Source: an optimization exercise on an open RTL-to-GDS flow (aim: small area). Production flows keep margins and buffers that such runs may drop. In this exercise RTL edits were held to simulation tests only and were not proved equivalent to the original. Power and IR drop assume default switching activity.

==> flow/design.v <==
`default_nettype none
module flagteller(
        input uart,
        input clk_12,
        input rst,
        output uart2
);
localparam [63:0] P1  = 64'h030410c084000aa3;
localparam [63:0] P2  = 64'h0000000000000283;
localparam [63:0] Y1P = 64'h07a5506c93a7b887;    
localparam [63:0] Y2P = 64'he62ad50cd5f292a6;    
localparam [127:0] PW = 128'h72336c6c33745f67346c665f41475046;   
function [6:0] dec7(input [6:0] x);
        integer k;
        reg bw;
        begin
                bw = 1'b1;
                for (k = 0; k < 7; k = k + 1) begin
                        dec7[k] = x[k] ^ bw;
                        bw = bw & ~x[k];
                end
        end
endfunction
function [3:0] inc4(input [3:0] x);
        integer k;
        reg c;
        begin
                c = 1'b1;
                for (k = 0; k < 4; k = k + 1) begin
                        inc4[k] = x[k] ^ c;
                        c = c & x[k];
                end
        end
endfunction
function gt6(input [5:0] a, input [5:0] b);
        integer k;
        reg g;
        begin
                g = 1'b0;
                for (k = 0; k < 6; k = k + 1)
                        g = (a[k] & ~b[k]) | (~(a[k] ^ b[k]) & g);
                gt6 = g;
        end
endfunction
reg [3:0] rp;
reg [6:0] dc;             
localparam [6:0] DC0 = 7'h01, DC52 = 7'h6b, DC103 = 7'h79;
wire dc0 = (dc == DC0);
wire dc52 = (dc == DC52);
wire [2:0] bp = rp[2:0];
always @(posedge clk_12) begin
        if (rst) begin
                rp <= 4'd0;
        end else if (rp == 4'd0) begin
                if (!uart) rp <= 4'd1;
        end else if (dc0) begin
                if (rp == 4'd1) rp <= 4'd8;
                else if (rp == 4'd15) rp <= 4'd2;
                else if (rp == 4'd2) rp <= 4'd0;
                else rp <= inc4(rp);
        end
end
wire dc_load = (rp == 4'd0) ? !uart : (dc0 && rp != 4'd2);
always @(posedge clk_12) begin
        if (rst) dc <= DC0;
        else if (dc_load) dc <= DC103;
        else if (!dc0) dc <= {dc[5:0], dc[6] ^ dc[5]};
end
wire sample = rp[3] && dc52;
wire strobe = (rp == 4'd2) && dc52;
localparam S_IDLE = 3'd0, S_MEAS = 3'd1, S_A = 3'd2, S_B = 3'd3, S_TX = 3'd4;
reg [2:0] st;
reg [3:0] cc;             
reg locked;
reg [63:0] R;
reg [6:0] na;
reg match;
localparam [6:0] BT0 = 7'h01, BT103 = 7'h5c, BT104 = 7'h39,
                 BT105 = 7'h73, BT107 = 7'h4c;
reg [6:0] bt;
reg [3:0] ts;             
localparam [5:0] BI0 = 6'h00, BI15 = 6'h0d, BI63 = 6'h01;
reg [5:0] bi;
wire [5:0] j = {cc[2:0], bp};
wire first = (cc == 4'd0) && (bp == 3'd0);
wire hiph = cc[3];
wire last_lo = (cc == 4'd7) && (bp == 3'd7);
wire b = uart ^ (bp[0] && bp != 3'd7);    
wire rz = (R == 64'd0);
wire bt0 = (bt == BT0);
wire [63:0] pol = hiph ? P2 : P1;
wire [63:0] yp = hiph ? Y2P : Y1P;
wire [63:0] hstep = {R[0], R[63:1] ^ (pol[63:1] & {63{R[0]}})} ^ (yp & {64{b}});
wire clr = (rp == 4'd1) && (cc[2:0] == 3'd0) && (st != S_A);
wire shift = (st == S_MEAS) || (st == S_B) || clr;
always @(posedge clk_12) begin
        if (sample) R <= hstep;
        else if (shift) R <= {1'b0, R[63:1]};
end
always @(posedge clk_12) begin
        if (sample) begin
                if (first) na <= b ? 7'd0 : 7'd127;
                else if (b && (!hiph || na[6] || gt6(j, na[5:0]))) na <= {1'b0, j};
        end else if (st == S_A) begin
                na <= dec7(na);
        end
end
reg mflag;
wire pwok = (uart == PW[{cc, bp}]);
always @(posedge clk_12) begin
        if (sample) mflag <= pwok & (mflag | first);
end
always @(posedge clk_12) begin
        if (st == S_IDLE && locked) match <= mflag;
end
wire last_byte = (bi == BI0);
always @(posedge clk_12) begin
        if (rst) begin
                st <= S_IDLE;
                cc <= 4'd0;
                locked <= 1'b0;
                ts <= 4'd0;
        end else begin
                if (strobe && !locked) begin
                        cc <= inc4(cc);
                        if (cc == 4'd15) locked <= 1'b1;
                end else if (st == S_TX && ts == 4'd0 && bt == BT103 && last_byte) begin
                        locked <= 1'b0;
                end
                case (st)
                S_IDLE: begin
                        if (sample && last_lo) st <= S_MEAS;
                        else if (locked) st <= S_A;
                end
                S_MEAS: if (rz) st <= S_IDLE;
                S_A:    if (na == 7'd125) st <= S_B;
                S_B:    if (rz && bt0) st <= S_TX;
                S_TX:   if (bt0) begin
                                case (ts)
                                4'd0: ts <= 4'd1;
                                4'd1: ts <= 4'd8;
                                4'd15: if (last_byte) begin
                                                st <= S_IDLE;
                                                ts <= 4'd0;
                                        end else ts <= 4'd2;
                                4'd2: ts <= 4'd0;
                                default: ts <= ts + 4'd1;
                                endcase
                        end
                default: st <= S_IDLE;
                endcase
        end
end
wire [6:0] bt_fwd = {bt[5:0], bt[6] ^ bt[5]};
wire [6:0] bt_back = {bt[0] ^ bt[6], bt[6:1]};
always @(posedge clk_12) begin
        if (sample && last_lo) begin
                bt <= BT0;
        end else if (st == S_MEAS) begin
                if (!rz) bt <= bt_fwd;
        end else if (st == S_B) begin
                if (!bt0) bt <= bt_back;
                else if (rz) begin
                        bt <= BT107;
                        bi <= match ? BI63 : BI15;
                end
        end else if (st == S_TX) begin
                if (!bt0) bt <= bt_back;
                else begin
                        bt <= (ts == 4'd15 || ts == 4'd2) ? BT105 : BT104;
                        if (ts == 4'd2) bi <= {bi[4:0], bi[5] ^ bi[4] ^ (bi[4:0] == 5'd0)};
                end
        end
end
wire msgbit;
flagteller_msg msg(.x0(match), .x1(bi[5]), .x2(bi[4]), .x3(bi[3]), .x4(bi[2]), .x5(bi[1]),
        .x6(bi[0]), .x7(ts[2]), .x8(ts[1]), .x9(ts[0]), .z0(msgbit));
reg txd;
always @(posedge clk_12) txd <= rst | ((ts == 4'd1) ? 1'b0 : (ts[3] ? msgbit : 1'b1));
assign uart2 = txd;
endmodule
module flagteller_msg ( 
    x0, x1, x2, x3, x4, x5, x6, x7, x8, x9,
    z0  );
  input  x0, x1, x2, x3, x4, x5, x6, x7, x8, x9;
  output z0;
  wire new_n12, new_n13, new_n14, new_n15, new_n16, new_n17, new_n18,
    new_n19, new_n20, new_n21, new_n22, new_n23, new_n24, new_n25, new_n26,
    new_n27, new_n28, new_n29, new_n30, new_n31, new_n32, new_n33, new_n34,
    new_n35, new_n36, new_n37, new_n38, new_n39, new_n40, new_n41, new_n42,
    new_n43, new_n44, new_n45, new_n46, new_n47, new_n48, new_n49, new_n50,
    new_n51, new_n52, new_n53, new_n54, new_n55, new_n56, new_n57, new_n58,
    new_n59, new_n60, new_n61, new_n62, new_n63, new_n64, new_n65, new_n66,
    new_n67, new_n68, new_n69, new_n70, new_n71, new_n72, new_n73, new_n74,
    new_n75, new_n76, new_n77, new_n78, new_n79, new_n80, new_n81, new_n82,
    new_n83, new_n84, new_n85, new_n86, new_n87, new_n88, new_n89, new_n90,
    new_n91, new_n92, new_n93, new_n94, new_n95, new_n96, new_n97, new_n98,
    new_n99, new_n100, new_n101, new_n102, new_n103, new_n104, new_n105,
    new_n106, new_n107, new_n108, new_n109, new_n110, new_n111, new_n112,
    new_n113, new_n114, new_n115, new_n116, new_n117, new_n118, new_n119,
    new_n120, new_n121, new_n122, new_n123, new_n124, new_n125, new_n126,
    new_n127, new_n128, new_n129, new_n130, new_n131, new_n132, new_n133,
    new_n134, new_n135, new_n136, new_n137, new_n138, new_n139, new_n140,
    new_n141, new_n142, new_n143, new_n144, new_n145, new_n146, new_n147,
    new_n148, new_n149, new_n150, new_n151, new_n152, new_n153, new_n154,
    new_n155, new_n156, new_n157, new_n158, new_n159, new_n160, new_n161,
    new_n162, new_n163, new_n164, new_n165, new_n166, new_n167, new_n168,
    new_n169, new_n170, new_n171, new_n172, new_n173, new_n174, new_n175,
    new_n176, new_n177, new_n178, new_n179, new_n180, new_n181, new_n182,
    new_n183, new_n184, new_n185, new_n186, new_n187, new_n188, new_n189,
    new_n190, new_n191, new_n192, new_n193, new_n194, new_n195, new_n196,
    new_n197, new_n198, new_n199, new_n200, new_n201, new_n202, new_n203,
    new_n204, new_n205, new_n206, new_n207, new_n208, new_n209, new_n210,
    new_n211, new_n212, new_n213, new_n214, new_n215, new_n216, new_n217,
    new_n218, new_n219, new_n220, new_n221, new_n222, new_n223, new_n224,
    new_n225, new_n226, new_n227, new_n228, new_n229, new_n230, new_n231,
    new_n232, new_n233, new_n234, new_n235, new_n236, new_n237, new_n238,
    new_n239, new_n240, new_n241, new_n242, new_n243, new_n244, new_n245,
    new_n246, new_n247, new_n248, new_n249, new_n250, new_n251, new_n252,
    new_n253, new_n254, new_n255, new_n256, new_n257, new_n258, new_n259,
    new_n260, new_n261, new_n262, new_n263, new_n264, new_n265, new_n266,
    new_n267, new_n268;
  assign new_n12 = ~x1 & ~x3;
  assign new_n13 = x1 & x6;
  assign new_n14 = x9 & new_n13;
  assign new_n15 = ~new_n12 & ~new_n14;
  assign new_n16 = ~x4 & ~new_n15;
  assign new_n17 = ~x5 & ~new_n16;
  assign new_n18 = ~x7 & x8;
  assign new_n19 = ~x4 & x6;
  assign new_n20 = ~x3 & ~x6;
  assign new_n21 = ~x1 & ~new_n20;
  assign new_n22 = x9 & ~new_n21;
  assign new_n23 = ~new_n19 & ~new_n22;
  assign new_n24 = new_n18 & ~new_n23;
  assign new_n25 = ~x4 & x7;
  assign new_n26 = ~x4 & ~x6;
  assign new_n27 = x1 & x9;
  assign new_n28 = x7 & ~new_n27;
  assign new_n29 = new_n26 & ~new_n28;
  assign new_n30 = x3 & x8;
  assign new_n31 = x1 & ~x9;
  assign new_n32 = ~new_n30 & ~new_n31;
  assign new_n33 = new_n29 & ~new_n32;
  assign new_n34 = ~x1 & ~x4;
  assign new_n35 = x1 & x4;
  assign new_n36 = ~new_n34 & ~new_n35;
  assign new_n37 = x7 & ~x8;
  assign new_n38 = ~new_n20 & new_n37;
  assign new_n39 = x3 & x6;
  assign new_n40 = new_n36 & ~new_n39;
  assign new_n41 = new_n38 & new_n40;
  assign new_n42 = ~new_n33 & ~new_n41;
  assign new_n43 = x4 & x9;
  assign new_n44 = ~new_n34 & ~new_n43;
  assign new_n45 = ~new_n18 & ~new_n37;
  assign new_n46 = new_n13 & new_n45;
  assign new_n47 = x7 & ~x9;
  assign new_n48 = ~new_n30 & new_n47;
  assign new_n49 = x7 & x9;
  assign new_n50 = new_n39 & new_n49;
  assign new_n51 = ~new_n48 & ~new_n50;
  assign new_n52 = ~new_n46 & new_n51;
  assign new_n53 = ~new_n44 & ~new_n52;
  assign new_n54 = new_n42 & ~new_n53;
  assign new_n55 = ~x1 & ~x6;
  assign new_n56 = ~new_n13 & ~new_n55;
  assign new_n57 = new_n25 & ~new_n56;
  assign new_n58 = ~new_n54 & new_n57;
  assign new_n59 = ~new_n24 & ~new_n58;
  assign new_n60 = ~new_n16 & ~new_n59;
  assign new_n61 = x7 & x8;
  assign new_n62 = ~new_n34 & new_n42;
  assign new_n63 = new_n52 & new_n61;
  assign new_n64 = ~new_n62 & new_n63;
  assign new_n65 = ~new_n60 & ~new_n64;
  assign new_n66 = ~new_n17 & ~new_n65;
  assign new_n67 = x1 & x7;
  assign new_n68 = ~x8 & ~new_n67;
  assign new_n69 = new_n19 & ~new_n68;
  assign new_n70 = ~x3 & ~x7;
  assign new_n71 = new_n68 & ~new_n70;
  assign new_n72 = ~new_n55 & ~new_n71;
  assign new_n73 = x4 & ~new_n72;
  assign new_n74 = ~new_n69 & ~new_n73;
  assign new_n75 = ~x9 & ~new_n46;
  assign new_n76 = x1 & x8;
  assign new_n77 = ~new_n70 & new_n76;
  assign new_n78 = ~x5 & ~new_n77;
  assign new_n79 = ~new_n75 & new_n78;
  assign new_n80 = new_n42 & new_n79;
  assign new_n81 = ~new_n74 & new_n80;
  assign new_n82 = x6 & ~x8;
  assign new_n83 = ~x9 & new_n82;
  assign new_n84 = x1 & ~new_n38;
  assign new_n85 = ~new_n83 & new_n84;
  assign new_n86 = ~new_n25 & ~new_n85;
  assign new_n87 = ~x8 & ~new_n86;
  assign new_n88 = ~x0 & new_n47;
  assign new_n89 = x6 & ~new_n88;
  assign new_n90 = ~new_n24 & new_n89;
  assign new_n91 = ~new_n29 & ~new_n90;
  assign new_n92 = ~new_n87 & ~new_n91;
  assign new_n93 = ~new_n41 & ~new_n92;
  assign new_n94 = x8 & x9;
  assign new_n95 = ~x3 & new_n94;
  assign new_n96 = new_n93 & new_n95;
  assign new_n97 = x4 & ~x6;
  assign new_n98 = ~new_n30 & new_n45;
  assign new_n99 = ~x9 & new_n97;
  assign new_n100 = ~new_n98 & new_n99;
  assign new_n101 = ~new_n19 & ~new_n97;
  assign new_n102 = ~x3 & ~x8;
  assign new_n103 = x6 & ~x7;
  assign new_n104 = new_n102 & ~new_n103;
  assign new_n105 = x0 & x3;
  assign new_n106 = ~x7 & x9;
  assign new_n107 = ~x1 & ~new_n106;
  assign new_n108 = ~new_n43 & new_n70;
  assign new_n109 = x1 & ~new_n49;
  assign new_n110 = ~new_n108 & new_n109;
  assign new_n111 = ~new_n107 & ~new_n110;
  assign new_n112 = ~new_n105 & ~new_n111;
  assign new_n113 = x3 & ~new_n47;
  assign new_n114 = new_n76 & new_n113;
  assign new_n115 = ~new_n112 & ~new_n114;
  assign new_n116 = new_n101 & ~new_n104;
  assign new_n117 = ~new_n115 & new_n116;
  assign new_n118 = ~new_n100 & ~new_n117;
  assign new_n119 = ~new_n96 & new_n118;
  assign new_n120 = new_n39 & ~new_n67;
  assign new_n121 = ~x0 & ~new_n120;
  assign new_n122 = new_n42 & ~new_n121;
  assign new_n123 = ~new_n119 & new_n122;
  assign new_n124 = ~new_n27 & ~new_n36;
  assign new_n125 = ~x1 & ~x8;
  assign new_n126 = x3 & new_n125;
  assign new_n127 = x7 & ~new_n126;
  assign new_n128 = new_n124 & ~new_n127;
  assign new_n129 = x8 & ~x9;
  assign new_n130 = x3 & ~x6;
  assign new_n131 = ~x0 & ~new_n130;
  assign new_n132 = ~new_n105 & ~new_n129;
  assign new_n133 = ~new_n131 & new_n132;
  assign new_n134 = new_n128 & new_n133;
  assign new_n135 = ~x7 & ~x9;
  assign new_n136 = ~x1 & new_n135;
  assign new_n137 = x6 & new_n136;
  assign new_n138 = ~new_n30 & ~new_n102;
  assign new_n139 = new_n137 & new_n138;
  assign new_n140 = ~new_n128 & new_n139;
  assign new_n141 = ~new_n134 & ~new_n140;
  assign new_n142 = ~new_n123 & new_n141;
  assign new_n143 = x5 & ~new_n142;
  assign new_n144 = x2 & ~new_n143;
  assign new_n145 = ~x3 & new_n67;
  assign new_n146 = new_n124 & new_n145;
  assign new_n147 = new_n54 & ~new_n146;
  assign new_n148 = ~x5 & ~new_n147;
  assign new_n149 = ~x4 & ~x8;
  assign new_n150 = x4 & x8;
  assign new_n151 = ~x6 & new_n47;
  assign new_n152 = ~new_n12 & ~new_n39;
  assign new_n153 = ~new_n106 & new_n150;
  assign new_n154 = new_n152 & new_n153;
  assign new_n155 = ~new_n151 & new_n154;
  assign new_n156 = x3 & new_n25;
  assign new_n157 = new_n76 & new_n156;
  assign new_n158 = x3 & x4;
  assign new_n159 = new_n135 & new_n158;
  assign new_n160 = ~x4 & new_n102;
  assign new_n161 = new_n26 & ~new_n70;
  assign new_n162 = x8 & ~new_n39;
  assign new_n163 = ~new_n161 & new_n162;
  assign new_n164 = ~new_n49 & ~new_n159;
  assign new_n165 = ~new_n160 & new_n164;
  assign new_n166 = ~new_n157 & ~new_n163;
  assign new_n167 = new_n165 & new_n166;
  assign new_n168 = ~new_n86 & new_n167;
  assign new_n169 = new_n55 & new_n61;
  assign new_n170 = ~x5 & ~new_n169;
  assign new_n171 = ~new_n139 & new_n170;
  assign new_n172 = ~new_n155 & new_n171;
  assign new_n173 = ~new_n168 & new_n172;
  assign new_n174 = new_n150 & new_n173;
  assign new_n175 = ~new_n149 & ~new_n174;
  assign new_n176 = x1 & x3;
  assign new_n177 = x5 & new_n176;
  assign new_n178 = ~new_n137 & ~new_n177;
  assign new_n179 = new_n54 & ~new_n178;
  assign new_n180 = ~new_n175 & new_n179;
  assign new_n181 = ~x8 & new_n26;
  assign new_n182 = new_n173 & ~new_n181;
  assign new_n183 = ~x5 & ~new_n182;
  assign new_n184 = ~x4 & new_n61;
  assign new_n185 = ~new_n82 & ~new_n184;
  assign new_n186 = new_n111 & ~new_n185;
  assign new_n187 = ~new_n20 & ~new_n149;
  assign new_n188 = ~new_n150 & new_n187;
  assign new_n189 = new_n136 & ~new_n188;
  assign new_n190 = ~x8 & ~x9;
  assign new_n191 = ~x3 & ~x4;
  assign new_n192 = ~new_n67 & ~new_n190;
  assign new_n193 = new_n191 & new_n192;
  assign new_n194 = x4 & new_n67;
  assign new_n195 = ~new_n158 & ~new_n194;
  assign new_n196 = ~new_n193 & new_n195;
  assign new_n197 = ~new_n13 & ~new_n135;
  assign new_n198 = ~new_n38 & new_n197;
  assign new_n199 = ~new_n196 & new_n198;
  assign new_n200 = ~new_n186 & ~new_n189;
  assign new_n201 = ~new_n199 & new_n200;
  assign new_n202 = ~new_n183 & new_n201;
  assign new_n203 = ~new_n24 & ~new_n201;
  assign new_n204 = ~x1 & ~new_n203;
  assign new_n205 = new_n173 & ~new_n204;
  assign new_n206 = ~new_n202 & ~new_n205;
  assign new_n207 = ~x3 & ~new_n26;
  assign new_n208 = new_n36 & new_n207;
  assign new_n209 = ~x5 & ~new_n208;
  assign new_n210 = x5 & ~new_n125;
  assign new_n211 = ~new_n191 & new_n210;
  assign new_n212 = ~x4 & ~new_n39;
  assign new_n213 = new_n125 & new_n212;
  assign new_n214 = ~new_n190 & ~new_n211;
  assign new_n215 = ~new_n213 & new_n214;
  assign new_n216 = ~new_n61 & ~new_n209;
  assign new_n217 = new_n215 & new_n216;
  assign new_n218 = ~new_n206 & new_n217;
  assign new_n219 = ~new_n148 & ~new_n180;
  assign new_n220 = ~new_n218 & new_n219;
  assign new_n221 = new_n144 & new_n220;
  assign new_n222 = ~x9 & ~new_n103;
  assign new_n223 = x0 & ~new_n222;
  assign new_n224 = ~new_n106 & new_n177;
  assign new_n225 = ~new_n223 & new_n224;
  assign new_n226 = ~new_n93 & new_n225;
  assign new_n227 = ~x2 & ~new_n226;
  assign new_n228 = ~new_n31 & ~new_n34;
  assign new_n229 = new_n101 & new_n228;
  assign new_n230 = new_n104 & new_n229;
  assign new_n231 = ~new_n206 & ~new_n230;
  assign new_n232 = new_n227 & new_n231;
  assign new_n233 = ~new_n221 & ~new_n232;
  assign new_n234 = x0 & ~new_n81;
  assign new_n235 = ~new_n66 & new_n234;
  assign new_n236 = ~new_n233 & new_n235;
  assign new_n237 = ~x3 & ~new_n25;
  assign new_n238 = ~new_n156 & ~new_n237;
  assign new_n239 = new_n42 & ~new_n238;
  assign new_n240 = ~x5 & ~new_n239;
  assign new_n241 = new_n27 & ~new_n37;
  assign new_n242 = new_n101 & ~new_n136;
  assign new_n243 = new_n207 & ~new_n241;
  assign new_n244 = new_n242 & new_n243;
  assign new_n245 = new_n215 & new_n244;
  assign new_n246 = ~new_n240 & new_n245;
  assign new_n247 = x4 & ~new_n94;
  assign new_n248 = ~new_n190 & new_n247;
  assign new_n249 = ~x5 & ~new_n49;
  assign new_n250 = ~new_n248 & ~new_n249;
  assign new_n251 = ~new_n135 & ~new_n250;
  assign new_n252 = ~x4 & ~x5;
  assign new_n253 = new_n45 & new_n252;
  assign new_n254 = ~new_n251 & ~new_n253;
  assign new_n255 = x1 & ~x6;
  assign new_n256 = ~new_n239 & new_n255;
  assign new_n257 = ~new_n254 & new_n256;
  assign new_n258 = ~new_n246 & ~new_n257;
  assign new_n259 = new_n144 & new_n258;
  assign new_n260 = new_n26 & new_n94;
  assign new_n261 = ~x1 & new_n101;
  assign new_n262 = ~new_n248 & new_n261;
  assign new_n263 = ~new_n260 & ~new_n262;
  assign new_n264 = new_n171 & ~new_n196;
  assign new_n265 = ~new_n263 & new_n264;
  assign new_n266 = new_n227 & ~new_n265;
  assign new_n267 = ~new_n259 & ~new_n266;
  assign new_n268 = ~x0 & ~new_n267;
  assign z0 = ~new_n236 & ~new_n268;
endmodule
==> flow/flow/run.sh <==
#!/bin/bash
# Standard layout, except that clock tree synthesis inserts no dummy loads.
set -euo pipefail
export CTS_ARGS="-sink_clustering_enable -repair_clock_nets -dont_use_dummy_load -sink_clustering_size 20 -sink_clustering_max_diameter 60 -buf_list sky130_fd_sc_hd__clkbuf_8"
bash standard.sh > standard.log 2>&1
==> flow/standard.sh <==
#!/bin/bash
# synth_recipe.tcl (not shown) runs the flow's synth.tcl, then flattens the netlist and writes it again
# the make line also repeats each setting of config.mk as NAME=value (left out here)
make -C /OpenROAD-flow-scripts/flow DESIGN_CONFIG=/design/flow/config.mk WORK_HOME=/design/flow/orfs CLKGATE_MAP_FILE= SYNTH_SCRIPT=/design/flow/synth_recipe.tcl "${@:-finish}"
==> flow/config.mk <==
export PLATFORM = sky130hd
export DESIGN_NAME = flagteller
export DESIGN_NICKNAME = flagteller
export VERILOG_FILES = /design/flow/design.v
export SDC_FILE = /design/flow/constraint.sdc
export NUM_CORES = 4
export LEC_CHECK = 0
export CAP_MARGIN = 20
export CORE_MARGIN = 2
export CORE_UTILIZATION = 60
export CTS_BUF_LIST = sky130_fd_sc_hd__clkbuf_8
export CTS_CLUSTER_DIAMETER = 60
export CTS_CLUSTER_SIZE = 20
export PLACE_DENSITY = 0.7
export SLEW_MARGIN = 20
==> flow/constraint.sdc <==
create_clock -name core_clock -period 5.0 [get_ports {clk_12}]
set_input_delay 1.0000 -clock core_clock [delete_from_list [all_inputs] [get_ports {clk_12}]]
set_output_delay 1.0000 -clock core_clock [all_outputs]
set_load 0.01 [all_outputs]
==> metrics.cfg, run 1 <==
[die]
coreArea_sq_um = 10900
dieArea_sq_um = 12100
num_rows = 38
die_y_um = 110
ioPinCount = 4
initial_core_util = 0.619
die_w_um = 110

[detailed_routing]
dr.first_iter.drc_count = 489
postRouteAntennaNets = 0
vias_per_cell = 6.46
wl_met2_um = 6980
dr_wl_met3_um = 957
routedWlPerCell_um = 18.8
drt-total-wl_um = 14900
highest_layer = met4
remaining_drc_errors = 0
met1_length_um = 6610
drt_first_pass_iters = 9
vias = 5113

[placed_design]
dp_cells = 782
port_buffers = 3
place_congestion = 1.00
hpwl_um = 10600

[logic_synthesis]
synth_flop_cell = edfxtp_1
ys_types = 82
post_synth_and_or_nand_nor_area_fraction = 0.179
ys_seq_area_frac = 0.442
async_reset_ff_frac = 0
post_synth_xor_area_fraction = 0.0803
ys_ff_latch = 110
synth_area_sq_um = 6760
synthAdderAreaFrac = 0.0703
postSynthCellCount = 675
synth_compound_area_frac = 0.170
muxShareOfSynthArea = 0.0133
synth_top_family_by_area = simple AND/OR/NAND/NOR gates
synth.avg_cell_area_sq_um = 10.0
ys_warn_count = 1
syn_nets = 716
synth-edff-count = 79

[finish]
layoutNonFillerInstCount = 791
layout-drive-gt1-share = 0.0568
syn2layout_area_growth_pct = 2.42
nets = 694
diodes = 0

[sta]
max_freq_ghz = 0.317
relSlewSlack = 0.325
setup_viol_count_final = 0
finalSetupTns_ps = 0
slew_viol_final = 0
finClkSkew_ps = 37.1
period_needed_ps = 3160
hold-worst-slack_ps = 449
tightest_slew_ps = 1010
timing.final.crit_share = 0.631
hold_viol = 0
rsz0062_at_grt = false

[clocking]
cts_tree = yes
cts_buffers = 9
cts_sinks = 110
cts_resized = 0
clkLatencyLatePin_ps = 380
cts-root-buf = clkbuf_8
clk_path_buf_depth = 2
cts_hold_buffers = 0
cts_setup_buffers = 0
cts.htree.levels = 3
path_clk_slew_ps = 110

[run_status]
status = timing/DRC/antenna clean

[setup_path]
cp-end-kind = flop
startpoint_type = flop
critPathArrivalTime_ps = 3440
worstSetupPathType = flop to flop
crit_required_ps = 5290
crit_fanout = 19

[global_route]
grt_pass1_vias = 4820
grt_pass1_wl_um = 24300
grt_max_degree = 44
grtUsageTotal = 0.262
antenna_found_initial = 0
grt_overflow = 0

[flow_run]
cap_violations = 0

[pwr]
power_leakage_nw = 2.52
p_per_area_nw_per_um2 = 347
vdd_drop_max_mv = 0.247

[worst_hold_path]
hp-class = flop to flop

## kinds of logic (layout without fill, tap and decap cells)
kind of cell	count (synthesis)	count (layout)
buffers and inverters	67	43
XOR/XNOR	62	62
adder cells (fa/ha/maj)	38	38
multiplexers	9	9
flip-flops	110	110
AND/OR/NAND/NOR	226	226
AO/OA/AOI/OAI	163	163
## layout make-up
type                    count  area [sq um]
fillers                   925          4010
multi-input cells         498          3480
flip-flops and latches    110          2990
well taps                 140           175
clock buffers               9           124
inverters                  29           109
repair buffers              5          45.0
## report_power, final
group | internal [W] | switching (W)
logic | 0.000209 | 0.000301
clock network | 0.000163 | 0.000264
registers | 0.00129 | 0.000182
total | 0.00166 | 0.000747
## worst max-delay path, stage by stage (launching register included)
cell and delay (ps):
edfxtp_1 680, inv_1 440, ha_1 410, inv_1 170, o311ai_4 450, o211ai_1 160, a21oi_1 240, nor4bb_1 90
o21a_1 170, a311oi_1 250
## cells in the final DEF (no fill, tap or decap), types with 13 or more instances in the layout
cell type and count:
edfxtp_1 79, nor2_1 56, nand2_1 46, a21oi_1 45, ha_1 38, xor2_1 37, dfxtp_1 31, o21ai_0 28
inv_1 27, xnor2_1 25, nor3_1 18, nor4_1 16, nand2b_1 13, nand3_1 13
## Yosys cell counts, types with 4 or more instances
master	count	share of area
a211oi_1	9	0.010
a21o_1	5	0.0055
a21oi_1	45	0.033
a22oi_1	5	0.0055
a31oi_1	6	0.0055
and2_1	4	0.0037
and3_1	8	0.0074
buf_2	6	0.0044
buf_4	6	0.0067
clkbuf_1	22	0.012
dfxtp_1	31	0.092
edfxtp_1	79	0.35
ha_1	38	0.070
inv_1	27	0.015
mux2i_1	9	0.013
nand2_1	46	0.026
nand2b_1	13	0.012
nand3_1	14	0.010
nand4_1	12	0.011
nor2_1	57	0.032
nor2b_1	8	0.0074
nor3_1	18	0.013
nor3b_1	4	0.0044
nor4_1	16	0.015
o2111ai_1	4	0.0052
o211ai_1	5	0.0055
o21ai_0	28	0.021
o21ai_1	5	0.0037
o22a_1	4	0.0052
o22ai_1	4	0.0037
xnor2_1	25	0.032
xor2_1	37	0.048
## registers in the layout, indices dropped and copies added, names as in the netlist
name	flops
R	64
bt	7
dc	7
na	7
bi	6
cc	4
rp	4
ts	4
st	3
locked	1
match	1
mflag	1
txd	1
## final timing paths
check             startpoint     to  slack, ps  cells after the start
hold / removal         dc[2]  dc[3]        450                      2
setup / recovery       bi[2]    txd       1840                      9
setup reg to reg       bi[2]    txd       1840                      9
hold reg to reg        dc[2]  dc[3]        450                      2
## metal layers
metal | GRT usage | up-vias
met5 | 0 | -
met4 | 0.0848 | 0
met3 | 0.0482 | 29
met2 | 0.418 | 191
met1 | 0.364 | 2448
li1 | - | 2445
## stage by stage
step	total power, W	setup slack [ps]	util	instance area (sq um)
after floorplan	0.00185	1630	-	6760
final	0.00240	1840	0.634	6930
after global routing	0.00255	1660	0.634	6930
after global placement	0.00198	1840	0.622	6800
after detailed placement	0.00200	1780	0.622	6800
after CTS	0.00242	1870	0.633	6920
==> run 2, diff against run 1 <==
--- a/flow/design.v
+++ b/flow/design.v
@@ -11,3 +11,2 @@
 localparam [63:0] Y2P = 64'he62ad50cd5f292a6;    
-localparam [127:0] PW = 128'h72336c6c33745f67346c665f41475046;   
 function [6:0] dec7(input [6:0] x);
@@ -108,3 +107,6 @@
 reg mflag;
-wire pwok = (uart == PW[{cc, bp}]);
+wire pwbit;              
+flagteller_pw pwt(.x0(cc[3]), .x1(cc[2]), .x2(cc[1]), .x3(cc[0]), .x4(bp[2]), .x5(bp[1]),
+        .x6(bp[0]), .z0(pwbit));
+wire pwok = (uart == pwbit);
 always @(posedge clk_12) begin
@@ -481 +483,53 @@
 endmodule
+module flagteller_pw ( 
+    x0, x1, x2, x3, x4, x5, x6,
+    z0  );
+  input  x0, x1, x2, x3, x4, x5, x6;
+  output z0;
+  wire new_n9, new_n10, new_n11, new_n12, new_n13, new_n14, new_n15, new_n16,
+    new_n17, new_n18, new_n19, new_n20, new_n21, new_n22, new_n23, new_n24,
+    new_n25, new_n26, new_n27, new_n28, new_n29, new_n30, new_n31, new_n32,
+    new_n33, new_n34, new_n35, new_n36, new_n37, new_n38, new_n39, new_n40,
+    new_n41, new_n42, new_n43, new_n44, new_n45, new_n46, new_n47, new_n48;
+  assign new_n9 = ~x1 & ~x3;
+  assign new_n10 = ~x4 & ~new_n9;
+  assign new_n11 = x6 & ~new_n10;
+  assign new_n12 = x0 & x2;
+  assign new_n13 = x1 & x3;
+  assign new_n14 = ~new_n9 & ~new_n13;
+  assign new_n15 = x3 & x4;
+  assign new_n16 = x1 & ~new_n15;
+  assign new_n17 = ~new_n14 & ~new_n16;
+  assign new_n18 = new_n12 & ~new_n17;
+  assign new_n19 = ~new_n11 & ~new_n18;
+  assign new_n20 = ~x0 & ~x2;
+  assign new_n21 = new_n16 & ~new_n20;
+  assign new_n22 = new_n19 & new_n21;
+  assign new_n23 = ~x1 & ~x4;
+  assign new_n24 = ~x6 & ~new_n23;
+  assign new_n25 = x3 & x6;
+  assign new_n26 = ~x4 & x6;
+  assign new_n27 = new_n20 & ~new_n25;
+  assign new_n28 = ~new_n26 & new_n27;
+  assign new_n29 = ~new_n24 & new_n28;
+  assign new_n30 = ~new_n12 & ~new_n24;
+  assign new_n31 = x2 & x4;
+  assign new_n32 = ~new_n25 & ~new_n31;
+  assign new_n33 = ~new_n14 & new_n32;
+  assign new_n34 = ~new_n30 & new_n33;
+  assign new_n35 = ~x2 & x4;
+  assign new_n36 = x0 & ~new_n35;
+  assign new_n37 = ~x1 & ~new_n32;
+  assign new_n38 = ~new_n36 & new_n37;
+  assign new_n39 = ~x5 & ~new_n29;
+  assign new_n40 = ~new_n34 & ~new_n38;
+  assign new_n41 = new_n39 & new_n40;
+  assign new_n42 = ~new_n22 & new_n41;
+  assign new_n43 = x1 & new_n31;
+  assign new_n44 = new_n24 & ~new_n43;
+  assign new_n45 = ~x0 & x3;
+  assign new_n46 = ~new_n44 & new_n45;
+  assign new_n47 = x5 & ~new_n46;
+  assign new_n48 = new_n19 & new_n47;
+  assign z0 = new_n42 | new_n48;
+endmodule
==> run 2 against run 1 <==
Still clean; global-route usage is 0.75 points higher; via count increased by 1.2%; synthesized cell count grew 0.44%; area after synthesis decreased by 2.0%; non-clock buffer count rose by 6; critical path type unchanged; largest cell class unchanged.
==> metrics.cfg, run 2 <==
[placed_design]
port_buffers = 3
hpwl_um = 10700
place_congestion = 1.01

[detailed_routing]
drt_first_pass_iters = 4
drt-total-wl_um = 15300
postRouteAntennaNets = 0
dr.first_iter.drc_count = 509
routedWlPerCell_um = 19.0
vias_per_cell = 6.44
remaining_drc_errors = 0
vias = 5176

[global_route]
grt_max_degree = 65
grt_overflow = 0
grtUsageTotal = 0.270
grt_pass1_vias = 4800
antenna_found_initial = 0
grt_pass1_wl_um = 24800

[sta]
slew_viol_final = 0
hold_viol = 0
finalSetupTns_ps = 0
relSlewSlack = 0.413
setup_viol_count_final = 0
max_freq_ghz = 0.317
rsz0062_at_grt = false
period_needed_ps = 3160
tightest_slew_ps = 879
finClkSkew_ps = 36.3
timing.final.crit_share = 0.632

[clocking]
cts-root-buf = clkbuf_8
path_clk_slew_ps = 110
cts_buffers = 9
cts_resized = 0
cts_setup_buffers = 0
cts_tree = yes
clk_path_buf_depth = 2
clkLatencyLatePin_ps = 400
cts_hold_buffers = 0
cts.htree.levels = 3
cts_sinks = 110

[pwr]
power_leakage_nw = 2.60
p_seq_frac = 0.619
p_switching_w = 0.000680
clockPowerShare = 0.195
vdd_drop_max_mv = 0.259
p_per_area_nw_per_um2 = 325
p_total_w = 0.00223
p_comb_frac = 0.185
netSwitchingFraction = 0.304
internal-power_w = 0.00155

[logic_synthesis]
async_reset_ff_frac = 0
synth_area_sq_um = 6630
yosysMostFrequentCell = edfxtp_1
ys_warn_count = 1
syn_nets = 716
synth-edff-count = 79
ys_types = 74
synth_flop_cell = edfxtp_1
synthTopCellsByCount = 79 x edfxtp_1, 70 x nor2_1, 40 x nand2_1, 39 x a21oi_1
ys_seq_area_frac = 0.451
yosysTopAreaCellShare = 0.358
synth_area_leaders = edfxtp_1 36%, dfxtp_1 9.4%, ha_1 6.6%, xor2_1 4.6%, nor2_1 4.0%
synth.avg_cell_area_sq_um = 9.78
postSynthCellCount = 678
ys_ff_latch = 110
synth_top_cell_by_area = edfxtp_1

[die]
dieArea_sq_um = 11900
num_rows = 38
die_y_um = 109
initial_core_util = 0.614
die_w_um = 109
coreArea_sq_um = 10800
ioPinCount = 4

[setup_path]
cp-end-kind = flop
startpoint_type = flop
worstSetupPathType = flop to flop
reg2reg_slack_ps = 1840
crit_required_ps = 5240
worstRegToRegCells = 8
critPathArrivalTime_ps = 3400
crit_fanout = 17

[finish]
diodes = 0
nets = 704
utilization = 0.637
largest_reg_flops = 64
top_register = R
final_common_cell = edfxtp_1
layout-drive-gt1-share = 0.0512
syn2layout_area_growth_pct = 3.78
mostFrequentLayoutCells = 79 x edfxtp_1, 69 x nor2_1, 40 x nand2_1

[run_status]
status = timing/DRC/antenna clean

[flow_run]
cap_violations = 0

[worst_hold_path]
hp-class = flop to flop
hold-path-cell-count = 0

[run 2: path summary, 6_finish.rpt]
check,start,endpoint
max,ts[1],txd
min,R[37],R[36]
max reg2reg,ts[1],txd
min reg2reg,R[37],R[36]
[run 2: power groups by stage]
stage,Combinational [W],Sequential (W),Clock (W)
2_1_floorplan,0.000358,0.00134,0
3_3_place_gp,0.000397,0.00139,0
3_5_place_dp,0.000413,0.00140,0
4_1_cts,0.000415,0.00138,0.000442
5_1_grt,0.000474,0.00141,0.000467
6_report,0.000414,0.00138,0.000437
[run 2: worst max-delay path: stages, from the launching register on]
cell and delay (ps):
dfxtp_1 800, inv_1 390, ha_1 370, a2111oi_2 430, o211ai_1 170, a31oi_1 190
o22ai_1 110, a2111oi_0 410, a211oi_1 130
[run 2: kinds of logic (layout without fill, tap and decap cells)]
| kind of cell | Yosys count | after routing | synth area share |
|---|---|---|---|
| AND/OR/NAND/NOR | 240 | 240 | 0.186 |
| AO/OA/AOI/OAI | 154 | 154 | 0.157 |
| flip-flops | 110 | 110 | 0.451 |
| buffers and inverters | 66 | 52 | 0.0402 |
| XOR/XNOR | 61 | 61 | 0.0806 |
| adder cells (fa/ha/maj) | 35 | 35 | 0.0661 |
| multiplexers | 12 | 12 | 0.0181 |
[run 2: per-layer routing]
layer,vias up,wire length (um),track usage
li1,2471,-,-
met1,2471,7010,0.385
met2,204,7030,0.415
met3,30,895,0.0371
met4,0,362,0.108
met5,-,0,0
[run 2: final cells by class]
cell class / instances / area, sq um
tap: 140 / 175
sequential: 110 / 2990
clock buffer: 9 / 124
timing repair buffer: 11 / 90.1
multi-input combinational: 502 / 3380
fill: 865 / 3910
inverter: 32 / 120
[run 2: through the flow]
stage	hold slack, ps	worst slack (ps)	area [sq um]	instances
floorplan	426	1460	6630	678
global placement	435	1900	6760	795
detailed placement	447	1850	6760	795
CTS	466	1910	6880	804
global route	471	1640	6880	804
finish	469	1840	6880	804
==> run 3, diff against run 2 <==
--- a/flow/design.v
+++ b/flow/design.v
@@ -33,12 +33,2 @@
 endfunction
-function gt6(input [5:0] a, input [5:0] b);
-        integer k;
-        reg g;
-        begin
-                g = 1'b0;
-                for (k = 0; k < 6; k = k + 1)
-                        g = (a[k] & ~b[k]) | (~(a[k] ^ b[k]) & g);
-                gt6 = g;
-        end
-endfunction
 reg [3:0] rp;
@@ -63,4 +53,3 @@
 always @(posedge clk_12) begin
-        if (rst) dc <= DC0;
-        else if (dc_load) dc <= DC103;
+        if (dc_load) dc <= DC103;
         else if (!dc0) dc <= {dc[5:0], dc[6] ^ dc[5]};
@@ -69,4 +58,4 @@
 wire strobe = (rp == 4'd2) && dc52;
-localparam S_IDLE = 3'd0, S_MEAS = 3'd1, S_A = 3'd2, S_B = 3'd3, S_TX = 3'd4;
-reg [2:0] st;
+localparam S_IDLE = 2'd0, S_A = 2'd1, S_B = 2'd2, S_TX = 2'd3;
+reg [1:0] st;
 reg [3:0] cc;             
@@ -82,3 +71,2 @@
 reg [5:0] bi;
-wire [5:0] j = {cc[2:0], bp};
 wire first = (cc == 4'd0) && (bp == 3'd0);
@@ -93,3 +81,3 @@
 wire clr = (rp == 4'd1) && (cc[2:0] == 3'd0) && (st != S_A);
-wire shift = (st == S_MEAS) || (st == S_B) || clr;
+wire shift = (st == S_B) || clr;
 always @(posedge clk_12) begin
@@ -100,4 +88,5 @@
         if (sample) begin
-                if (first) na <= b ? 7'd0 : 7'd127;
-                else if (b && (!hiph || na[6] || gt6(j, na[5:0]))) na <= {1'b0, j};
+                if (!hiph) na <= b ? 7'd63 : (first ? 7'd62 : dec7(na));
+                else if (b && (na[6] || na == 7'd0)) na <= 7'd127;
+                else na <= dec7(na);
         end else if (st == S_A) begin
@@ -132,8 +121,4 @@
                 case (st)
-                S_IDLE: begin
-                        if (sample && last_lo) st <= S_MEAS;
-                        else if (locked) st <= S_A;
-                end
-                S_MEAS: if (rz) st <= S_IDLE;
-                S_A:    if (na == 7'd125) st <= S_B;
+                S_IDLE: if (locked) st <= S_A;
+                S_A:    if (na == 7'd61) st <= S_B;
                 S_B:    if (rz && bt0) st <= S_TX;
@@ -151,3 +136,2 @@
                         end
-                default: st <= S_IDLE;
                 endcase
@@ -160,3 +144,3 @@
                 bt <= BT0;
-        end else if (st == S_MEAS) begin
+        end else if (clr && hiph) begin
                 if (!rz) bt <= bt_fwd;
==> run 3 against run 2 <==
Power is 3.3% lower; global-route usage is 1.4 points lower; setup slack worse by 220 ps; via count is 5.9% lower; combinational power hardly changed.
==> metrics.cfg, run 3 <==
[finish]
layout-drive-gt1-share = 0.0566
multiInputGateArea_sq_um = 3220
largest_reg_flops = 64
syn2layout_area_growth_pct = 2.09
fillCellCount = 906
mostFrequentLayoutCells = 79 x edfxtp_1, 62 x nor2_1, 41 x nand2_1
register_area_sq_um = 2970
diodes = 0
top_register = R
nets = 657
final_common_cell = edfxtp_1

[pwr]
p_comb_frac = 0.192
power_leakage_nw = 2.36
p_per_area_nw_per_um2 = 325
clockPowerShare = 0.193
p_seq_frac = 0.615
vdd_drop_max_mv = 0.232
netSwitchingFraction = 0.295
internal-power_w = 0.00152
p_switching_w = 0.000638

[clocking]
cts_setup_buffers = 0
cts_tree = yes
cts_sinks = 109
cts_buffers = 9
cts_hold_buffers = 0
clkLatencyLatePin_ps = 380
cts_resized = 0
path_clk_slew_ps = 100
clk_path_buf_depth = 2
cts.htree.levels = 3
cts-root-buf = clkbuf_8

[logic_synthesis]
ys_types = 80
async_reset_ff_frac = 0
yosysMostFrequentCell = edfxtp_1
synth_area_sq_um = 6520
ys_warn_count = 1
ys_seq_area_frac = 0.456
synth.avg_cell_area_sq_um = 10.1
syn_nets = 679
synth_top_cell_by_area = edfxtp_1
synth-edff-count = 79
ys_ff_latch = 109
postSynthCellCount = 642
synthTopCellsByCount = 79 x edfxtp_1, 62 x nor2_1, 41 x nand2_1, 35 x a21oi_1, 34 x ha_1
synth_flop_cell = edfxtp_1
synth_area_leaders = edfxtp_1 36%, dfxtp_1 9.2%, ha_1 6.5%, xnor2_1 4.3%, xor2_1 3.8%
yosysTopAreaCellShare = 0.364

[detailed_routing]
drt_first_pass_iters = 5
routedWlPerCell_um = 18.4
dr.first_iter.drc_count = 442
vias = 4871
postRouteAntennaNets = 0
drt-total-wl_um = 14000
vias_per_cell = 6.43
remaining_drc_errors = 0

[setup_path]
worstSetupPathType = flop to flop
crit_path_cell_trace = clkinv_1, ha_1, a21oi_1, o21ai_0, nand4_1, nand4_1, a2111oi_0, o21ai_1, a31oi_1
reg2reg_slack_ps = 1620
cp_slowest_stage_delay_ps = 870
startpoint_type = flop
crit_fanout = 18
r2r-start = bi[2]
r2r-end = txd
crit_family = compound AO/OA/AOI/OAI gates
crit_required_ps = 5290
worstRegToRegCells = 9
cp-end-kind = flop
critPathBufInv = 1
critPathArrivalTime_ps = 3670
critPathMostFrequentCell = nand4_1
cp_slowest_cell = edfxtp_1

[sta]
timing.final.crit_share = 0.676
hold_viol = 0
max_freq_ghz = 0.296
finClkSkew_ps = 25.6
tightest_slew_ps = 998
period_needed_ps = 3380
relSlewSlack = 0.334
setup_viol_count_final = 0
slew_viol_final = 0
rsz0062_at_grt = false
hold-worst-slack_ps = 455
finalSetupTns_ps = 0
layout_setup_ws_ps = 1620

[global_route]
antenna_found_initial = 0
grtUsageTotal = 0.256
grt_pass1_wl_um = 23000
grt_max_degree = 42
grt_overflow = 0
grt_pass1_vias = 4610

[die]
die_w_um = 108
num_rows = 38
dieArea_sq_um = 11700
initial_core_util = 0.609
die_y_um = 108
ioPinCount = 4
coreArea_sq_um = 10700

[worst_hold_path]
hold_end = dc[3]
hold_start = dc[2]
hold-path-cell-count = 1
hp-class = flop to flop

[run_status]
status = timing/DRC/antenna clean

[placed_design]
port_buffers = 3
place_congestion = 0.984
hpwl_um = 9870
dp_slack_ps = 1570

[flow_run]
cap_violations = 0

-- run 3: changes by cell type after synthesis, moves of 5 or more --
cell	change
nor2_1	-8
nor4_1	-5
and3_1	-7
xor2_1	-7
nor3_1	-5
xnor2_1	+6
a22oi_1	-5
clkbuf_1	-7
o22ai_1	+6
nand3_1	-7
buf_2	+6
-- run 3: area by class of cell --
cell class,instances,area share
clock buffers,9,0.0186
inverters,32,0.0181
multi-input cells,464,0.484
flip-flops and latches,109,0.447
well taps,140,0.0263
repair buffers,4,0.00564
-- run 3: worst max path at each step --
stage	to	slack (ps)	start	cells past startpoint
floorplan	R[0]	1800	rp[3]	5
global placement	R[20]	1620	uart	5
CTS	txd	1790	bi[2]	8
detailed placement	R[9]	1570	uart	5
finish	txd	1620	bi[2]	9
global route	txd	1370	bi[2]	9
-- run 3: cell families (layout without fill, tap and decap cells) --
group / Yosys count / in the layout / synth area share
xor+xnor: 61 / 61 / 0.0831
flops: 109 / 109 / 0.456
fa+ha+maj: 34 / 34 / 0.0653
buf+inv: 69 / 45 / 0.0493
simple gates: 210 / 210 / 0.174
mux: 9 / 9 / 0.0140
compound gates: 150 / 150 / 0.158
-- run 3: metrics by stage --
stage,power [W],instance area [sq um],utilization,instances
CTS,0.00218,6650,0.622,758
finish,0.00216,6650,0.622,758
floorplan,0.00165,6520,-,642
detailed placement,0.00176,6530,0.610,749
global route,0.00228,6650,0.622,758
global placement,0.00174,6530,0.610,749
-- run 3: worst reg2reg max path, stage by stage, from the launching register on --
cell and delay (ps):
edfxtp_1 870, clkinv_1 580, ha_1 500, a21oi_1 190
o21ai_0 120, nand4_1 180, nand4_1 110, a2111oi_0 440
o21ai_1 120, a31oi_1 180
-- run 3: power by group through the flow --
| stage | combinational, W | clock (W) | sequential [W] |
|---|---|---|---|
| floorplan | 0.000353 | 0 | 0.00129 |
| global placement | 0.000397 | 0 | 0.00134 |
| global route | 0.000471 | 0.000464 | 0.00135 |
| CTS | 0.000418 | 0.000435 | 0.00133 |
| finish | 0.000415 | 0.000418 | 0.00133 |
| detailed placement | 0.000416 | 0 | 0.00135 |
-- run 3: per-layer routing --
metal / vias up / GRT usage / share of wire
met2: 180 / 0.401 / 0.46
li1: 2317 / - / -
met4: 0 / 0.0907 / 0.025
met1: 2339 / 0.353 / 0.44
met3: 35 / 0.0561 / 0.067
met5: - / 0 / 0
==> run 4, diff against run 3 <==
--- a/flow/flow/run.sh
+++ b/flow/flow/run.sh
@@ -4,2 +4,3 @@
 export CTS_ARGS="-sink_clustering_enable -repair_clock_nets -dont_use_dummy_load -sink_clustering_size 20 -sink_clustering_max_diameter 60 -buf_list sky130_fd_sc_hd__clkbuf_8"
+export RECOVER_POWER=100
 bash standard.sh > standard.log 2>&1
==> run 4 against run 3 <==
Final cell count unchanged; utilization down 0.40 points; clock power about the same; area after synthesis unchanged; combinational power down 2%; count of clock-buffer cells in the layout unchanged; first-iteration DRC count up 4.8%; register-to-register slack worse by 180 ps; setup slack worse by 180 ps; power down 0.20%; hold slack about the same.
==> metrics.cfg, run 4 <==
[setup_path]
crit_required_ps = 4980
cp-startpoint = dc[2]
worstSetupPathType = flop to flop
r2r-start = dc[2]
cp_slowest_cell = a311o_1
cp_slowest_stage_delay_ps = 970
worstRegToRegCells = 7
crit_path_cell_trace = nor2_1, nand2_1, nor2_1, nand2_1, inv_1, a311o_1, clkbuf_2
critPathArrivalTime_ps = 3550
startpoint_type = flop
crit_fanout = 41
cp-end-kind = flop

[placed_design]
hpwl_um = 9870
dp_slack_ps = 1570
place_congestion = 0.984
dp_cells = 749
port_buffers = 3

[finish]
mostFrequentLayoutCells = 79 x edfxtp_1, 62 x nor2_1, 41 x nand2_1
layout-drive-gt1-share = 0.0453
top_register = R
diodes = 0
nets = 657
layoutNonFillerInstCount = 758
largest_reg_flops = 64
syn2layout_area_growth_pct = 1.44
final_common_cell = edfxtp_1

[logic_synthesis]
ys_types = 80
ys_warn_count = 1
synth_area_sq_um = 6520
synth.avg_cell_area_sq_um = 10.1
yosysMostFrequentCell = edfxtp_1
ys_ff_latch = 109
synth_area_leaders = edfxtp_1 36%, dfxtp_1 9.2%, ha_1 6.5%, xnor2_1 4.3%, xor2_1 3.8%
postSynthCellCount = 642
synth_top_cell_by_area = edfxtp_1
ys_seq_area_frac = 0.456
syn_nets = 679
synth_flop_cell = edfxtp_1
yosysTopAreaCellShare = 0.364
synth-edff-count = 79
async_reset_ff_frac = 0
synthTopCellsByCount = 79 x edfxtp_1, 62 x nor2_1, 41 x nand2_1, 35 x a21oi_1, 34 x ha_1

[worst_hold_path]
hp-class = flop to flop
hold-path-cell-count = 1
hold_start = dc[2]

[detailed_routing]
drt_first_pass_iters = 5
vias = 4847
remaining_drc_errors = 0
routedWlPerCell_um = 18.4
dr.first_iter.drc_count = 463
postRouteAntennaNets = 0
drt-total-wl_um = 13900
vias_per_cell = 6.39

[clocking]
cts_resized = 0
cts.htree.levels = 3
clkLatencyLatePin_ps = 380
cts-root-buf = clkbuf_8
cts_setup_buffers = 0
cts_buffers = 9
cts_hold_buffers = 0
clk_path_buf_depth = 2
cts_sinks = 109
cts_tree = yes
path_clk_slew_ps = 70

[pwr]
p_per_area_nw_per_um2 = 326
vdd_drop_max_mv = 0.231
power_leakage_nw = 2.33

[die]
initial_core_util = 0.609
ioPinCount = 4
coreArea_sq_um = 10700
dieArea_sq_um = 11700
die_y_um = 108
num_rows = 38
die_w_um = 108

[global_route]
grt_pass1_wl_um = 23000
grt_pass1_vias = 4610
antenna_found_initial = 0
grt_max_degree = 42
grt_overflow = 0
grtUsageTotal = 0.256

[sta]
finClkSkew_ps = 26.4
tightest_slew_ps = 1210
relSlewSlack = 0.195
hold_viol = 0
period_needed_ps = 3570
rsz0062_at_grt = false
timing.final.crit_share = 0.713
finalSetupTns_ps = 0
max_freq_ghz = 0.280
setup_viol_count_final = 0
layout_setup_ws_ps = 1430
slew_viol_final = 0

[run_status]
status = timing/DRC/antenna clean

[flow_run]
cap_violations = 0

run 4: cell count changes in the layout (fill, tap and decap cells not counted), sizes merged:
cell,before,now
dlygate4sd3,0,3
clkdlybuf4s50,3,0
buf,1,0
clkbuf,9,10
run 4: logic make-up after synthesis:
| group | count (synthesis) | share of synthesized area |
|---|---|---|
| mux | 9 | 0.0140 |
| compound gates | 150 | 0.158 |
| xor+xnor | 61 | 0.0831 |
| simple gates | 210 | 0.174 |
| flops | 109 | 0.456 |
| buf+inv | 69 | 0.0493 |
| fa+ha+maj | 34 | 0.0653 |
run 4: final timing paths:
check	end	slack, ps
worst min-delay path	dc[3]	450
worst max-delay path	R[55]	1430
worst max register to register	R[55]	1430
worst min register to register	dc[3]	450
run 4: worst max-delay path: cells and delay by family, from the launching register on:
family	cells	cell delay [ps]
compound gates	1	970
buf+inv	2	1220
flops	1	310
simple gates	4	660
run 4: per-stage QoR:
| stage | hold WS (ps) | instance area (sq um) | power (W) | utilization |
|---|---|---|---|---|
| 3_3_place_gp | 427 | 6530 | 0.00174 | 0.610 |
| 3_5_place_dp | 438 | 6530 | 0.00176 | 0.610 |
| 5_1_grt | 466 | 6610 | 0.00228 | 0.618 |
| 4_1_cts | 460 | 6650 | 0.00218 | 0.622 |
| 2_1_floorplan | 418 | 6520 | 0.00165 | - |
| 6_report | 455 | 6610 | 0.00216 | 0.618 |
run 4: layout make-up:
cell class              instances  area (sq um)
inverters                      32           120
multi-input cells             464          3180
well taps                     140           175
repair buffers                  4          35.0
clock buffers                   9           124
flip-flops and latches        109          2970
fillers                       910          4090
run 4: metal layers:
layer,share of wire,vias up,GRT usage
met1,0.45,2319,0.353
li1,-,2315,-
met3,0.065,34,0.0561
met4,0.028,0,0.0907
met2,0.46,179,0.401
met5,0,-,0
run 4: power by group:
group / total (W) / switching (W) / leakage [nW] / internal, W
Sequential: 0.00133 / 0.000145 / 0.971 / 0.00119
Clock: 0.000417 / 0.000255 / 0.0647 / 0.000162
Combinational: 0.000408 / 0.000235 / 1.29 / 0.000173
Total: 0.00216 / 0.000635 / 2.33 / 0.00152

## re-timing with driven ports
The flow's constraints put no driver on any port. The routed layouts listed below were extracted and timed again, unchanged, in two steps. Step 1 sets driving cells, clkbuf_16 on the clock port and buf_2 on the other inputs (assumed; they add their load-dependent delay and slew). Step 2, shift: input delay + t, output delay - t, t = (earliest + latest rising clock arrival at the registers) / 2. This alone moves slack from input paths to output paths. Three values: ideal ports, drivers, drivers and shift; two values: the first two.
| run | shift t [ns] | setup slack, ns | pins driven straight from the clock port |
|---|---|---|---|
| run 1 | 0.393 | 1.844 / 1.844 / 1.801 | 1 |
| run 2 | 0.412 | 1.841 / 1.841 / 1.840 | 1 |
| run 3 | 0.404 | 1.618 / 1.618 / 1.566 | 1 |
| run 4 | 0.402 | 1.433 / 1.433 / 1.251 | 1 |
After both steps every run listed still meets setup and hold. For run 4, which loses most, drivers alone change the setup slack by 0.000 ns; drivers and shift together by -0.182 ns.
